Background: an optimization exercise with open tools, aiming at a short achievable clock period and few clock cycles. Do not read the settings as production practice. Only simulation tests tie the RTL to the original design; equivalence was not proved. No activity file was given, so power comes from the tool's default toggle rates.

==> design/flow/design.v <==
module mux(
    input [31:0] valor1,
    input [31:0] valor2,
    input sinal_mux,
    output [31:0] endereco_saida
);
    assign endereco_saida = (sinal_mux == 0) ? valor1 : valor2;
endmodule
module PC(
    input clock,
    input reset,
    input wire [31:0] endereco_pc,  
    output reg [31:0] endereco_saida  
);
always @(posedge clock) begin
    if (reset) begin
        endereco_saida <= 32'b0;
    end
    else begin
        endereco_saida <= endereco_pc;
    end
end
endmodule
module BRegistradores(
    input clock,                   
    input reg_escrita,              
    input [4:0] endereco_regd,      
    input [4:0] endereco_reg1,      
    input [4:0] endereco_reg2,      
    input [31:0] dado_escrita,      
    output reg [31:0] valor_reg1,   
    output reg [31:0] valor_reg2    
);
    reg [31:0] registradores[1:31];  
    always @(posedge clock) begin
        if (reg_escrita && endereco_regd != 0) begin  
            registradores[endereco_regd] <= dado_escrita;
        end
    end
    always @(*) begin
        if (endereco_reg1 == 5'd0) valor_reg1 = 32'b0;
        else valor_reg1 = registradores[endereco_reg1];
    end
    always @(*) begin
        if (endereco_reg2 == 5'd0) valor_reg2 = 32'b0;
        else valor_reg2 = registradores[endereco_reg2];
    end
endmodule
module ImmGen (
    input [31:0] instrucao, 
    input [6:0] opcode,
    output reg [31:0] imm_estendido
);
    always @(*) begin
        case(opcode)
            7'b0010011:  
                imm_estendido = {{20{instrucao[31]}}, instrucao[31:20]}; 
            7'b0000011:   
                imm_estendido = {{20{instrucao[31]}}, instrucao[31:20]}; 
            7'b0100011:   
                imm_estendido = {{20{instrucao[31]}}, instrucao[31:25], instrucao[11:7]}; 
            7'b1100011:   
                imm_estendido = {{19{instrucao[31]}}, instrucao[31], instrucao[7], instrucao[30:25], instrucao[11:8], 1'b0}; 
            default:     imm_estendido = 32'b0;  
        endcase
    end
endmodule
module ALU (
    input wire [3:0] resultado_alu_control,
    input wire [31:0] valor1,
    input wire [31:0] valor2,
    output reg [31:0] resultado_alu,
    output reg resultado_desvio  
);
    always @(*) begin
        resultado_desvio = 1'b0;
        case(resultado_alu_control)
            4'b0000: resultado_alu = valor1 & valor2;  
            4'b0001: resultado_alu = valor1 | valor2;  
            4'b0010: resultado_alu = valor1 + valor2;  
            4'b0011: resultado_alu = valor1 << valor2[4:0];  
            4'b0110: begin
                resultado_alu = valor1 - valor2;  
                resultado_desvio = (resultado_alu != 32'b0);  
            end
            default: resultado_alu = 32'b0;
        endcase
    end
endmodule
module ALUControl (
    input wire [1:0] ALUop,  
    input wire [2:0] funct3,  
    output reg [3:0] operacao_selecionada  
);
always @(*) begin 
    case (ALUop)
        2'b00: operacao_selecionada = 4'b0010;  
        2'b01: operacao_selecionada = 4'b0110;  
        2'b10: begin
            case(funct3)
                3'b110:operacao_selecionada = 4'b0001;  
                3'b000:operacao_selecionada = 4'b0010;  
                3'b001:operacao_selecionada = 4'b0011;  
                default:operacao_selecionada = 4'b1111;  
            endcase
        end
        2'b11: operacao_selecionada = 4'b0000;  
        default: operacao_selecionada = 4'b1111;  
    endcase
end
endmodule
module Controle (
    input wire [6:0] opcode,         
    input wire [6:0] funct7,          
    input wire [2:0] funct3,          
    output reg [1:0] ALUop,            
    output reg sinal_leitura,          
    output reg sinal_escrita,          
    output reg reg_escrita,            
    output reg ALUSrc,                 
    output reg branch,                 
    output reg MemToReg                
);
    always @(*) begin
        case (opcode)
            7'b0000011: begin  
                ALUop = 2'b00;    
                sinal_leitura = 1;
                sinal_escrita = 0;
                reg_escrita = 1;
                ALUSrc = 1;
                branch = 0;
                MemToReg = 1;
            end
            7'b0100011: begin  
                ALUop = 2'b00;    
                sinal_leitura = 0;
                sinal_escrita = 1;
                reg_escrita = 0;
                ALUSrc = 1;
                branch = 0;
                MemToReg = 0;
            end
            7'b0110011: begin  
                ALUop = 2'b10;    
                sinal_leitura = 0;
                sinal_escrita = 0;
                reg_escrita = 1;
                ALUSrc = 0;
                branch = 0;
                MemToReg = 0;
            end
            7'b0010011: begin  
                ALUop = 2'b11;  
                sinal_leitura = 0;
                sinal_escrita = 0;
                reg_escrita = 1;
                ALUSrc = 1;
                branch = 0;
                MemToReg = 0;
            end
            7'b1100011: begin  
                ALUop = 2'b01;    
                sinal_leitura = 0;
                sinal_escrita = 0;
                reg_escrita = 0;
                ALUSrc = 0;
                branch = 1;
                MemToReg = 0;
            end
            default: begin  
                ALUop = 2'b00;
                sinal_leitura = 0;
                sinal_escrita = 0;
                reg_escrita = 0;
                ALUSrc = 0;
                branch = 0;
                MemToReg = 0;
            end
        endcase
    end
endmodule
module Processador(
    input clock,
    input reset,
    output [31:0] imem_endereco,
    input  [31:0] imem_instrucao,
    output [31:0] dmem_endereco,
    output [15:0] dmem_dado_escrita,
    output        dmem_escrita,
    input  [15:0] dmem_dado_leitura
);
    wire [31:0] endereco_pc;
    wire [31:0] endereco_soma4;
    wire [31:0] endereco_desvio;
    wire [31:0] valor_reg1;
    wire [31:0] valor_reg2;
    wire [31:0] valor2;
    wire [31:0] resultado_alu;
    wire [31:0] dado_saida;
    wire [31:0] imm_estendido;
    wire [31:0] dado_escrita;
    wire [31:0] endereco_saida;
    wire [31:0] instrucao_saida;
    wire [3:0] operacao_selecionada;
    wire [4:0] endereco_reg1;
    wire [4:0] endereco_reg2;
    wire [4:0] endereco_regd;
    wire [6:0] opcode;
    wire [2:0] funct3;
    wire [6:0] funct7;
    wire [1:0] ALUop;
    wire sinal_leitura;
    wire branch;
    wire sinal_escrita;
    wire reg_escrita;
    wire ALUSrc;
    wire resultado_desvio;
    wire MemToReg;
    wire sinal_mux;
    assign instrucao_saida = imem_instrucao;
    assign opcode        = instrucao_saida[6:0];
    assign funct3        = instrucao_saida[14:12];
    assign funct7        = instrucao_saida[31:25];
    assign endereco_reg1 = instrucao_saida[19:15];
    assign endereco_reg2 = instrucao_saida[24:20];
    assign endereco_regd = instrucao_saida[11:7];
    assign imem_endereco = endereco_saida;
    assign dmem_endereco     = resultado_alu;
    assign dmem_dado_escrita = valor_reg2[15:0];
    assign dmem_escrita      = sinal_escrita & ~reset;
    assign dado_saida        = {{16{dmem_dado_leitura[15]}}, dmem_dado_leitura};
    assign sinal_mux = resultado_desvio & branch;
    assign endereco_desvio = endereco_saida + imm_estendido;
    assign endereco_soma4 = endereco_saida + 32'h4;
    PC pc_inst (
        .clock(clock),
        .reset(reset),
        .endereco_pc(endereco_pc),
        .endereco_saida(endereco_saida)
    );
    BRegistradores reg_inst (
        .clock(clock),
        .reg_escrita(reg_escrita & ~reset),
        .endereco_regd(endereco_regd),
        .endereco_reg1(endereco_reg1),
        .endereco_reg2(endereco_reg2),
        .dado_escrita(dado_escrita),
        .valor_reg1(valor_reg1),
        .valor_reg2(valor_reg2)
    );
    ImmGen immgen_inst (
        .instrucao(instrucao_saida),
        .opcode(opcode),
        .imm_estendido(imm_estendido)
    );
    ALU alu_inst (
        .resultado_alu_control(operacao_selecionada),
        .valor1(valor_reg1),
        .valor2(valor2),
        .resultado_alu(resultado_alu),
        .resultado_desvio(resultado_desvio)
    );
    ALUControl alucontrol_inst (
        .ALUop(ALUop),
        .funct3(funct3),
        .operacao_selecionada(operacao_selecionada)
    );
    Controle controle_inst (
        .opcode(opcode),
        .funct7(funct7),
        .funct3(funct3),
        .ALUop(ALUop),
        .sinal_leitura(sinal_leitura),
        .sinal_escrita(sinal_escrita),
        .reg_escrita(reg_escrita),
        .ALUSrc(ALUSrc),
        .branch(branch),
        .MemToReg(MemToReg)
    );
    mux muxpc_inst (
        .valor1(endereco_soma4),
        .valor2(endereco_desvio),
        .sinal_mux(sinal_mux),
        .endereco_saida(endereco_pc)
    );
    mux muxalu_inst (
        .valor1(valor_reg2),
        .valor2(imm_estendido),
        .sinal_mux(ALUSrc),
        .endereco_saida(valor2)
    );
    mux muxmemreg_inst (
        .valor1(resultado_alu),
        .valor2(dado_saida),
        .sinal_mux(MemToReg),
        .endereco_saida(dado_escrita)
    );
endmodule
==> design/flow/run.sh <==
#!/bin/bash
# synth_recipe.tcl (not shown) runs the flow's synth.tcl, then flattens the netlist and writes it again
# the make line also repeats each setting of config.mk as NAME=value (left out here)
make -C /OpenROAD-flow-scripts/flow DESIGN_CONFIG=/design/flow/config.mk WORK_HOME=/design/flow/orfs CLKGATE_MAP_FILE= SYNTH_SCRIPT=/design/flow/synth_recipe.tcl finish
==> design/flow/config.mk <==
export PLATFORM = sky130hd
export DESIGN_NAME = Processador
export DESIGN_NICKNAME = Processador
export VERILOG_FILES = /design/flow/design.v
export SDC_FILE = /design/flow/constraint.sdc
export NUM_CORES = 4
export LEC_CHECK = 0
export CAP_MARGIN = 20
export CORE_MARGIN = 2
export CORE_UTILIZATION = 40
export SLEW_MARGIN = 20
==> design/flow/constraint.sdc <==
create_clock -name core_clock -period 10.5 [get_ports {clock}]
set_input_delay 2.1000 -clock core_clock [delete_from_list [all_inputs] [get_ports {clock}]]
set_output_delay 2.1000 -clock core_clock [all_outputs]
set_load 0.01 [all_outputs]
==> summary.txt <==
[sequential cells by signal, summed over array words and instances, names as in the netlist]
| name | flops |
|---|---|
| pc_inst.endereco_saida | 32 |
| reg_inst.registradores | 992 |
[kinds of logic (layout without fill, tap and decap cells)]
| family | Yosys count | in the layout | synth area share [%] |
|---|---|---|---|
| DFF | 1024 | 1024 | 53.3 |
| and+or+nand+nor | 855 | 855 | 7.33 |
| AOI/OAI and AO/OA | 850 | 850 | 10.1 |
| muxes | 799 | 799 | 23.0 |
| buffers and inverters | 398 | 843 | 3.03 |
| adders and majority gates | 112 | 112 | 2.49 |
| xor gates and xnor gates | 50 | 50 | 0.767 |
| other | 0 | 1 | 0 |
[layer usage]
metal / up-vias / global-route usage [%] / share of wire [%]
met5: - / 0 / 0.0038
li1: 17200 / - / -
met4: 2 / 11.9 / 4.5
met1: 21400 / 36.1 / 38
met2: 2385 / 46.3 / 48
met3: 442 / 4.70 / 9.3
[power groups by stage]
stage / Clock [mW] / Sequential [mW] / Combinational (mW)
finish: 3.85 / 5.03 / 2.93
global route: 4.05 / 5.03 / 3.10
CTS: 3.89 / 5.04 / 2.87
detailed placement: 0 / 5.12 / 2.86
global placement: 0 / 5.12 / 2.84
floorplan: 0 / 5.12 / 1.53
[critical path, stage by stage]
cell,delay [ns]
buf_12,0.32
buf_4,0.39
mux4_2,0.54
a22o_1,0.26
a31oi_1,0.31
a31oi_1,0.35
nor2_1,0.31
ha_1,0.30
or4_1,0.56
nand3_1,0.15
a41oi_1,0.14
buf_4,0.19
o41ai_1,0.41
buf_4,0.19
a21boi_0,0.14
o21bai_1,0.21
xnor2_1,0.08
a211oi_1,0.29
o21ai_0,0.24
clkdlybuf4s50_1,0.54
[placed cells by master, fill, tap and decap left out, types with 23 or more instances in the layout]
master / n
and2_1: 25
mux2i_1: 322
o22ai_1: 45
inv_1: 105
a221oi_1: 36
nor2_4: 31
nand2b_1: 34
a22oi_1: 53
a211oi_1: 80
o211ai_1: 29
o21ai_0: 163
buf_4: 385
nand4_1: 23
nor2_1: 270
ha_1: 109
clkdlybuf4s50_1: 119
clkinv_2: 26
nand2_1: 163
edfxtp_1: 992
mux4_2: 404
nor2b_1: 61
nor3_1: 56
o221ai_1: 34
dfxtp_1: 32
a21oi_1: 176
clkbuf_16: 112
o21a_1: 24
mux2_2: 69
xnor2_1: 30
nand3_1: 56
[cell type report]
cell class / count / area (sq um)
inverter: 108 / 405
timing repair buffer: 535 / 4610
clock inverter: 75 / 694
antenna: 1 / 2.50
tap: 1890 / 2360
fill: 12500 / 74900
clock buffer: 125 / 2850
multi-input combinational: 2666 / 25300
sequential: 1024 / 30400
[final timing paths]
kind / depth (start not counted) / to
max reg2reg: 22 / pc_inst.endereco_saida[28]
min reg2reg: 2 / pc_inst.endereco_saida[31]
min: 2 / pc_inst.endereco_saida[31]
max: 20 / dmem_endereco[23]
[synthesized netlist by cell type, types with 68 or more instances]
| cell | instances |
|---|---|
| o21ai_0 | 165 |
| inv_1 | 105 |
| mux4_2 | 404 |
| nor2_1 | 308 |
| edfxtp_1 | 992 |
| mux2i_1 | 323 |
| buf_2 | 68 |
| mux2_2 | 69 |
| ha_1 | 109 |
| a21oi_1 | 176 |
| clkbuf_1 | 144 |
| a211oi_1 | 81 |
| nand2_1 | 163 |
[per-stage QoR]
stage / hold WS [ns] / cells / worst slack, ns / TNS [ns] / instance area [sq um]
floorplan: 0.496 / 4088 / 0.386 / 0 / 57100
detailed placement: 0.503 / 6223 / -0.218 / -0.376 / 63100
CTS: 0.512 / 6423 / 0.0911 / 0 / 66600
finish: 0.508 / 6424 / 0.233 / 0 / 66700
global route: 0.542 / 6424 / 0.00435 / 0 / 66700
global placement: 0.480 / 6221 / -0.153 / -0.295 / 63100
==> summary.txt <==
* Outcome: no timing/DRC/antenna violations
* Final hold vios at 0
* Seq pwr share at 42.6%
* Resized cells post-CTS at 2
* Critical Path RT at 8.40 ns
* Crit path max fanout at 51
* Synth warnings at 6
* # nets final at 4604
* Max Root-Sink Buffers at 3
* Total gr overflow at 0
* Post-synth EDFFs at 992
* Final setup fails at 0
* Hold Startpoint: pc_inst.endereco_saida[31]
* Max_slew headroom at 19.8%
* Synth Instances at 4088
* I/O pins at 131
* Post-layout util at 47.1%
* Post-Syn Area at 57100 sq um
* DP HPWL at 138 mm
* Antenna viol nets, final at 0
* Mapped Avg Cell Area at 14.0 sq um
* Power density over the cells at 177 nW/um^2
* Clock transition at path regs at 0.05 ns
* Initial antenna violation count at 7
* Starting density of the core at 40.3%
* Clock latency on the worst-skew pair at 0.73 ns
* Vias in the first global route at 40100
* Yosys reg bits at 1024
* Root Driver: clkbuf_16
* Ys flop type: edfxtp_1
* Worst-Margin Slew at 1.20 ns
* LEAKAGE at 23.1 nW
* Worst setup path category: input pin to output pin
* TritonCTS Buffers at 107
* DR vias/cell at 6.45
* Syn_nets at 4250
* Wire per inst at 32.4 um
* Worst hold path type: register to register
* Final-report max-slew violation count at 0
* TritonCTS clock tree: yes
* Switch Pwr at 3.56 mW
* CTS Sinks at 1024
* Power share of the combinational group at 24.8%
* Area Growth Syn to Fin at 16.8%
* Netlist cell types at 96
* DR pass1 iterations at 6
* Fmax at 97.4 MHz
* Setup slack, reg-to-reg at 3.61 ns
* Post-CTS Hold Buffers at 0
* Drt drc at 0
* Post-Route WL at 208 mm
* Clock power share at 32.6%
* Area leader, netlist: edfxtp_1
* Synth top area share at 52.1%
* Tmin final at 10.27 ns
* CP Launch Point: imem_instrucao[20]
* Peak supply drop at 0.123 mV
* DRT iter0 DRCs at 5502
* Width of the die at 382 um
* Arrival time at the worst endpoint at 8.17 ns
* First-pass GRT wire length at 293 mm
* Gpl congestion at 0.992
* # Post-CTS Setup Buffers at 0
* Buffers on Ports at 130
* Switch share at 30.1%
* Die height at 382 um
* Largest net degree at the start of global routing at 65
* All-Layer GR Usage at 27.9%
* Post-synthesis sequential area ratio at 53.3%
* RSZ-0062 raised after global routing: no
* Max-cap viol count at 0
* Post-synthesis async set-or-reset flop share at 0%
* Internal power at 8.26 mW
* Core Footprint at 142000 sq um
* H-tree levels at 3
* Die area at 146000 sq um
* Total number of vias at 41400
* Worst setup SP type: input pin
* Final period utilization at 97.8%
* Start of the worst register-to-register path: reg_inst.registradores[10][14]
* Tot Pwr at 11.8 mW
* Clock Skew at 0.0420 ns
* Share of layout cells above drive strength 1 at 25.6%
* Area contributors post-synth: edfxtp_1, mux4_2, mux2i_1
* Std-Cell Rows at 138
* Crit. End Element: output pin
Testbench counts, summed over its fixed seeds: cycles 14,273.

-- port drivers added, routing unchanged --
The results above use ideal ports. As a check the final layout listed here was re-extracted and re-timed, cells and wires unchanged. Step 1 assumes that a clkbuf_16 drives the clock port and a buf_2 every other input. Step 2 times the ports against the registers' clock, not the clock port: input delays grow and output delays shrink by t, the midpoint of the rising clock arrivals with the driver on. Three values: no drivers, after step 1, after step 2; two values: the first two.
shift t [ns]: 0.791
setup WS [ns]: 0.233 / 0.170 / 0.170
worst data-port slew with drivers (ns): 0.15
After both steps this run still meets setup and hold. The setup slack of this run moves by -0.063 ns with the drivers and by -0.063 ns with both steps.
